Source: an optimization exercise on an open RTL-to-GDS flow (aim: small area, a short achievable clock period and few clock cycles per item). Production flows keep margins and buffers that such runs may drop.
RTL that was checked went through simulation tests only; none was proved equivalent to the original.
Function not checked in run 2: the RTL went through the layout flow alone.

==> flow/design.v, too long to show whole: its modules and the start of the top module <==
// module filter: 1316 lines
// module filter_fa: 4 lines
// module filter_ha: 4 lines
module filter
	#(parameter DWIDTH = 16)
	(input clk,
		input rst,
		output req_in,
		input ack_in,
		input [0:DWIDTH-1] data_in,
		output req_out,
		input ack_out,
		output [0:DWIDTH-1] data_out);
  // ...
==> flow/flow/run.sh <==
#!/bin/bash
# The standard layout (standard.sh: the standard flow's synthesis and ORFS flow with the
# settings of config.mk), with repair_timing asked for more setup slack than
# config.mk's SETUP_SLACK_MARGIN may ask for. The make output goes to
# standard_flow.log; ORFS's own logs stay under orfs/logs.
set -euo pipefail
MARGIN=$(cat flow/margin)
bash standard.sh SETUP_SLACK_MARGIN=$MARGIN finish > standard_flow.log 2>&1
==> flow/flow/margin <==
7.5
==> flow/standard.sh <==
#!/bin/bash
# synth_recipe.tcl (not shown) runs the flow's synth.tcl, then flattens the netlist and writes it again
# the make line also repeats each setting of config.mk as NAME=value (left out here)
make -C /OpenROAD-flow-scripts/flow DESIGN_CONFIG=/design/flow/config.mk WORK_HOME=/design/flow/orfs CLKGATE_MAP_FILE= SYNTH_SCRIPT=/design/flow/synth_recipe.tcl "${@:-finish}"
==> flow/config.mk <==
export PLATFORM = sky130hd
export DESIGN_NAME = filter
export DESIGN_NICKNAME = filter
export VERILOG_FILES = /design/flow/design.v
export SDC_FILE = /design/flow/constraint.sdc
export NUM_CORES = 4
export LEC_CHECK = 0
export ABC_AREA = 1
export CAP_MARGIN = 20
export CORE_MARGIN = 2
export CORE_UTILIZATION = 40
export SLEW_MARGIN = 20
export SYNTH_HIERARCHICAL = 1
export SYNTH_MEMORY_MAX_BITS = 16384
export SYNTH_MINIMUM_KEEP_SIZE = 0
==> flow/constraint.sdc <==
create_clock -name core_clock -period 11.0 [get_ports {clk}]
set_input_delay 2.2000 -clock core_clock [delete_from_list [all_inputs] [get_ports {clk}]]
set_output_delay 2.2000 -clock core_clock [all_outputs]
set_load 0.01 [all_outputs]
==> results by group, run 1 <==
Status
  • Status: timing/DRC/antenna clean

Routing
  • Drt wl/cell: 21.5 µm
  • Antenna Nets Post-Route: 0
  • Detailed Route Iter0 Violations: between 2000 and 3000
  • M1 WL: ~39 mm

Floorplan
  • Initial Util: between 40 and 50%
  • Number of tapcells: 931

Clock network
  • CTS tree: done
  • Post-CTS Setup Inserts: 10
  • CTS Buf Count: 35

Hold path
  • Hold crit path type: register to register

Timing
  • Max transition margin: between 20% and 30%
  • Setup violators final: 0
  • Setup TNS: 0 ps

Global route
  • Number of global-route vias before repair: about 25000
  • Initial antenna violation count: 3

Critical path
  • Delay-heaviest family, CP: buffers and inverters
  • WS Path Type: input port to register

Place
  • Placer Congestion: just under 1

Cells and area
  • Seq cells: 320
  • Nets@finish: ~3800
  • Fraction of area in multi-input gates: approximately three fifths
  • Storage cell area: slightly above 0.007 mm²
  • Fill count: 6925

Synth
  • Syn Area/Cell: roughly 7.8 µm²
  • Syn nets: approximately 3900
  • Post-synthesis compound-gate area fraction: 16.0%
Testbench counts, summed over its fixed seeds: cycles 64,000, items 32,000.
==> run 2, diff against run 1 <==
--- a/flow/design.v
+++ b/flow/design.v
@@ -371,21 +371,22 @@
 	reg [5:0] cs3;
 	reg [30:0] acc;
 	reg [15:0] din;          
 	reg dv;                  
 	reg rqi, rqo;            
 	reg rqi_n, rqo_n;        
 	reg [15:0] q0, q1, q2;   
 	reg [1:0] cnt;           
+	reg popd;                
 	assign req_in = rqi;
 	assign req_out = rqo;
 	assign data_out = q0;
 	wire take = ~rqi_n & ack_in;
-	wire go = ({1'b0, cnt} + vd + vt <= 3'd2) & (~pend | dv | take);
+	wire go = ({1'b0, cnt} - popd + vd + vt <= 3'd2) & (~pend | dv | take);
 	wire shift = ~ph & vr & pend;
 	wire push = ph & vd;
 	wire pop = ~rqo_n & ack_out;
 	wire [7:0] l_next = (l < 8'd13) ? l + 8'd147 : l - 8'd13;
 	wire [7:0] a_next = ph ? l : 8'd160 - l;
 	wire [13:0] c1 = rom1(~a1_n);
 	wire [23:0] e1n = booth({c1[13], c1[13], c1});
 	wire [23:0] e2n = booth(rom2(a2_x ^ 8'ha5));
@@ -1212,17 +1213,18 @@
 	wire ahs13, ahc13;
 	filter_ha u_ahs13 (.a(afc50), .b(afs51), .s(ahs13), .c(ahc13));
 	assign bs = {ahc12, ahc11, ahc10, ahc9, ahc8, afc45, afc43, ahc7, ahc6, ahc5, ahc4, afc33, afc30, afc27, afc24, afc21, ahc3, ahc2, afs16, afc12, afc10, afc8, ahc1, afc5, afc4, afc3, afc2, afc1, afc0, ag[1], ag[0]};
 	assign bc = {ahs13, ahs12, ahs11, ahs10, ahs9, ahs8, afs45, afs43, ahs7, ahs6, ahs5, ahs4, afs33, afs30, afs27, afs24, afs21, ahs3, ahs2, afs14, afs12, afs10, afs8, ahs1, afs5, afs4, afs3, afs2, afs1, afs0, ahs0};
 	assign ag = ph ? acc : 31'h2aac0000;
 	wire [30:0] sum = bs + bc;
 	wire [15:0] y = sum[30:15];
 	wire rqi_next = ~rqi_n ? ~ack_in : (~ack_in & (~dv | shift));
-	wire rqo_next = ~rqo_n ? ~ack_out : (~ack_out & ((cnt != 2'd0) | push));
+	wire [1:0] left = cnt - popd;    
+	wire rqo_next = ~rqo_n ? ~ack_out : (~ack_out & ((left != 2'd0) | push));
 	always @(posedge clk) begin
 		e1 <= e1n[21-1:0];
 		e2 <= e2n;
 		cs0 <= t0;
 		cs1 <= t1;
 		cs2 <= t2;
 		cs3 <= t3;
 		if (~ph)
@@ -1257,17 +1259,17 @@
 				r3 <= r0;
 			end
 		end else if (shift) begin
 			r0 <= din;
 			r1 <= r0;
 			r2 <= r1;
 			r3 <= r2;
 		end
-		if (pop) begin
+		if (popd) begin
 			q0 <= (cnt[1] | ~push) ? q1 : y;
 			q1 <= (cnt == 2'd3 | ~push) ? q2 : y;
 			if (cnt == 2'd3)
 				q2 <= y;
 		end else if (push) begin
 			if (cnt == 2'd0)
 				q0 <= y;
 			if (cnt == 2'd1)
@@ -1286,16 +1288,17 @@
 			a2_x <= 8'ha5;
 			dv <= 1'b0;
 			rqi <= 1'b0;
 			rqi_n <= 1'b1;
 			rqo <= 1'b0;
 			rqo_n <= 1'b1;
 			q0 <= 16'd0;
 			cnt <= 2'd1;
+			popd <= 1'b0;
 		end else begin
 			ph <= ~ph;
 			if (ph) begin
 				vr <= go;
 				vd <= vt;
 			end else begin
 				vt <= vr;
 				if (vr) begin
@@ -1304,17 +1307,18 @@
 				end
 			end
 			if (take)
 				dv <= 1'b1;
 			else if (shift)
 				dv <= 1'b0;
 			rqi <= rqi_next;
 			rqi_n <= ~rqi_next;
-			cnt <= cnt + push - pop;
+			cnt <= cnt + push - popd;
+			popd <= pop;
 			rqo <= rqo_next;
 			rqo_n <= ~rqo_next;
 		end
 	end
 endmodule
 module filter_fa(input a, input b, input ci, output s, output co);
 	assign s = a ^ b ^ ci;
 	assign co = (a & b) | (a & ci) | (b & ci);
==> run 2 against run 1 <==
Still clean on timing, DRC and antenna. Sequential share of layout area decreased by 0.053 points. Via count is 0.14% lower. Clock skew up 18 ps.
==> results by group, run 2 <==
Timing
  • Worst hold margin: 443 ps (was 459 ps)
  • Final period util: 31.4% (was 31.3%)
  • Actual slew at the worst max-slew pin: 1170 ps (was 1140 ps)
  • Setup violators final: 0 (unchanged)
  • Fmax: 0.290 GHz (was 0.291 GHz)
  • Final Hold Fails: 0 (unchanged)
  • Setup TNS: 0 ps (unchanged)
  • RSZ-0062 raised after global routing: yes (unchanged)
  • Max transition margin: 22.2% (was 23.9%)
  • Final Critical Period: 3450 ps (was 3440 ps)
  • Worst Skew: 37.5 ps (was 19.5 ps)
  • Slew Viols, Final: 0 (unchanged)

Place
  • Number of port buffers: 37 (unchanged)
  • Placer Congestion: 0.982 (was 0.988)
  • Dpl cell area: 0.0287 mm² (was 0.0286 mm²)
  • DPL Wire Length: 70.1 mm (was 68.7 mm)
  • Dpl cells: 4338 (was 4324)

Critical path
  • Crit path from: q0[10]$_SDFFE_PP0P_ (was ack_out)
  • Worst-case reg-to-reg path depth: 5 (was 7)
  • Stages on worst setup path: 1 (was 12)
  • Worst Setup EP: data_out[5] (was q0[14]$_SDFFE_PP0P_)
  • R2R Path End: cs3[0]$_DFF_P_ (was cs2[9]$_DFF_P_)
  • Worst path slowest cell: dfxtp_1 (was clkdlybuf4s50_1)
  • Delay-heaviest family, CP: flip-flops (was buffers and inverters)
  • CP endpoint kind: primary output (was register)
  • Arrival @ worst endpoint: 1250 ps (was 3860 ps)
  • WS Path Type: register to primary output (was input port to register)
  • Buf/Inv on CP: 1 (was 7)
  • R2R Path Start: e2[8]$_DFF_P_ (was e2[0]$_DFF_P_)
  • Crit path required time: 8800 ps (was 11420 ps)
  • Crit-path cells: clkdlybuf4s15_2 (was clkdlybuf4s50_1 -> inv_1 -> nor2_4 -> inv_2 -> ha_4 -> nor2_4 -> buf_4 -> buf_12 -> clkinvlp_4 -> buf_4 -> nand2_1 -> a21oi_1)
  • Critical path peak fanout: 2 (was 7)
  • Startpoint types: register (was input port)
  • Crit-path max cell delay: 390 ps (was 480 ps)

Synth
  • Top-count cell post-synth: nand2_1 (unchanged)
  • Dominant register cell in the synthesized netlist: dfxtp_1 (unchanged)
  • Number of flops mapped to enable cells by yosys: 79 (unchanged)
  • Syn Area/Cell: 7.85 µm² (was 7.83 µm²)
  • Syn Inst Count: 3549 (was 3540)
  • Leading area contributor after synthesis: dfxtp_1 (unchanged)
  • Post-synth top area share: 17.4% (about the same)
  • Syn nets: 3915 (was 3906)
  • Area contributors post-synth: dfxtp_1 17%, fa_1 17%, nand2_1 11% (unchanged)
  • Sequential share of the synthesized area: 25.9% (was 26.0%)
  • Distinct cells, synth: 57 (was 48)
  • Yosys synthesis warning count: 7 (unchanged)
  • Register bit count reported by yosys: 321 (was 320)
  • Post-Syn Area: 0.0279 mm² (was 0.0277 mm²)
  • Post-synth ARST share: 0% (unchanged)
  • Top cells by count, synth: 838 x nand2_1, 333 x inv_1, 246 x xor2_1 (was 835 x nand2_1, 318 x inv_1, 247 x xor2_1)

Status
  • Status: timing/DRC/antenna clean (unchanged)

Clock network
  • Root Buffer: clkbuf_16 (unchanged)
  • CTS tree: done (unchanged)
  • CTS Buf Count: 37 (was 35)
  • Clk slew on worst S/H paths: 60 ps (about the same)
  • Cts hold-fix bufs: 0 (unchanged)
  • Htree depth: 2 (unchanged)
  • Clock Tree Buf Depth: 3 (unchanged)
  • Worst-Skew Late Latency: 580 ps (was 560 ps)
  • Clk sinks: 321 (was 320)

Cells and area
  • Layout Cells excl Fill: 4422 (was 4408)
  • Layout Cell Area excl Fill: 0.0304 mm² (was 0.0303 mm²)
  • Most common cell after layout, fill and taps aside: nand2_1 (unchanged)
  • Final Util: 44.2% (about the same)
  • Most frequent cells in the layout: 826 x nand2_1, 332 x inv_1, 244 x xor2_1 (was 826 x nand2_1, 315 x inv_1, 245 x xor2_1)
  • Nets@finish: 3827 (was 3814)
  • Storage cell area: 0.00724 mm² (was 0.00722 mm²)
  • Area Growth Syn to Fin: 9.20% (was 9.32%)
  • Layout cells sized above 1: 7.22% (was 6.71%)
  • Fill count: 6970 (was 6925)
  • Biggest regs: acc x31, cs0 x31, cs1 x31 (unchanged)
  • Multi-input gate area: 0.0186 mm² (was 0.0185 mm²)

Routing
  • DRC viols: 0 (unchanged)
  • Via count: 25170 (was 25205)
  • Detailed Route Iter0 Violations: 2606 (was 2883)
  • First-pass DRT Iterations: 6 (unchanged)
  • Antenna Nets Post-Route: 0 (unchanged)
  • Via density: 5.69 (was 5.72)
  • Drt wl/cell: 21.9 µm (was 21.5 µm)
  • Post-Route WL: 97.1 mm (was 94.7 mm)

Floorplan
  • Initial Util: 40.5% (was 40.4%)
  • Io pins: 38 (unchanged)
  • DIE WIDTH: 268 µm (was 267 µm)
  • Die Area: 0.0718 mm² (was 0.0714 mm²)
  • Die Y: 268 µm (was 267 µm)
  • Number of core rows: 96 (unchanged)
  • Core ar.: 0.0688 mm² (was 0.0686 mm²)

Hold path
  • Min-delay src: rqo_n$_SDFF_PP1_ (was q0[12]$_SDFFE_PP0P_)
  • Hold crit path type: register to register (unchanged)

Global route
  • Gr ovfl total: 0 (unchanged)
  • First-pass GRT wire length: 148 mm (was 146 mm)
  • Initial antenna violation count: 1 (was 3)
  • Gr usage total: 26.8% (was 26.4%)
  • Largest net degree at the start of global routing: 78 (was 96)
  • Number of global-route vias before repair: 24446 (was 24622)

Run
  • Number of max-cap violations: 0 (unchanged)
run 2: cell types whose count changed in the layout (fill, tap and decap cells not counted), moves of 6 or more:
cell,change
o21ai_0,+18
nor2_1,-40
nor3_1,+8
inv_1,+17
bufinv_16,-6
dfxtp_2,+6
run 2: cell type report:
type | instances | share of cell area, %
sequential | 321 | 23.8
clock inverter | 20 | 0.538
timing repair buffer | 83 | 2.65
clock buffer | 48 | 3.38
timing repair inverter | 2 | 0.0740
tap | 931 | 3.83
multi-input combinational | 2654 | 61.1
antenna | 1 | 0.00822
inverter | 362 | 4.67
run 2: per-module statistics from Yosys, one instance, submodules excluded:
module / times used / flip-flops and latches / area [µm²] / cells
filter: 1 / 321 / 22700 / 3279
filter_fa: 237 / 0 / 20.0 / 1
filter_ha: 33 / 0 / 12.5 / 1
run 2: cell families (layout without fill, tap and decap cells):
kind of cell	count (synthesis)	count (layout)	synth area share, %
and+or+nand+nor	1298	1298	19.2
muxes	2	2	0.0808
adders and majority gates	346	346	22.0
DFF	321	321	25.9
AOI/OAI and AO/OA	742	742	16.1
other	1	2	0.0135
buffers and inverters	574	515	8.43
xor gates and xnor gates	265	265	8.33
run 2: how the worst min path moves through the flow:
| stage | depth (start not counted) | slack [ps] | to |
|---|---|---|---|
| 2_1_floorplan | 1 | 400 | popd$_SDFF_PP0_ |
| 3_3_place_gp | 1 | 440 | popd$_SDFF_PP0_ |
| 3_5_place_dp | 1 | 440 | popd$_SDFF_PP0_ |
| 4_1_cts | 1 | 440 | popd$_SDFF_PP0_ |
| 5_1_grt | 1 | 460 | popd$_SDFF_PP0_ |
| 6_report | 1 | 440 | popd$_SDFF_PP0_ |
run 2: metrics by stage:
step / setup WS [ps]
3_5_place_dp: 6290
5_1_grt: 7460
3_3_place_gp: 6390
4_1_cts: 7460
6_report: 7550
2_1_floorplan: 7520
run 2: timing repair:
| item | in CTS | in global routing |
|---|---|---|
| cloned | 2 | 2 |
| pin swaps | 1 | 16 |
| buffers inserted | 4 | 7 |
| setup endpoints to repair | 113 | 85 |
| gates resized for setup | 66 | 60 |
run 2: worst reg2reg max path, delay by kind of cell (launching register included):
family | cells | cell delay (ps)
adders and majority gates | 4 | 1980
DFF | 1 | 1090
xor gates and xnor gates | 1 | 230
run 2: routing by layer:
layer	vias to the layer above	global-route usage, %	share of wire [%]
li1	11650	-	-
met1	12042	38.6	45
met2	1273	40.7	43
met3	205	5.15	9.3
met4	0	8.17	3.0
met5	-	0	0

==> what the ideal ports hide <==
The results above use ideal ports. As a check the final layouts listed here were re-extracted and re-timed, cells and wires unchanged. Step 1, drivers: a clkbuf_16 drives clk and a buf_2 each remaining input, both assumed. Step 2, shift: input delay + t, output delay - t, t = (earliest + latest rising clock arrival at the registers) / 2. This alone moves slack from input paths to output paths. Three values: no drivers, after step 1, after step 2; two values: the first two.
| run | shift t [ns] | setup slack, ns | worst hold slack (ns) | slew at the worst register clock pin (ns) |
|---|---|---|---|---|
| run 1 | 0.613 | 7.561 / 7.425 / 6.812 | 0.459 / 0.459 / 0.459 | 0.07 / 0.07 |
| run 2 | 0.630 | 7.549 / 7.482 / 7.030 | 0.443 / 0.443 / 0.443 | 0.07 / 0.07 |
After both steps every run listed still meets setup and hold. For run 1, which loses most, drivers alone change the setup slack by -0.136 ns; drivers and shift together by -0.749 ns.
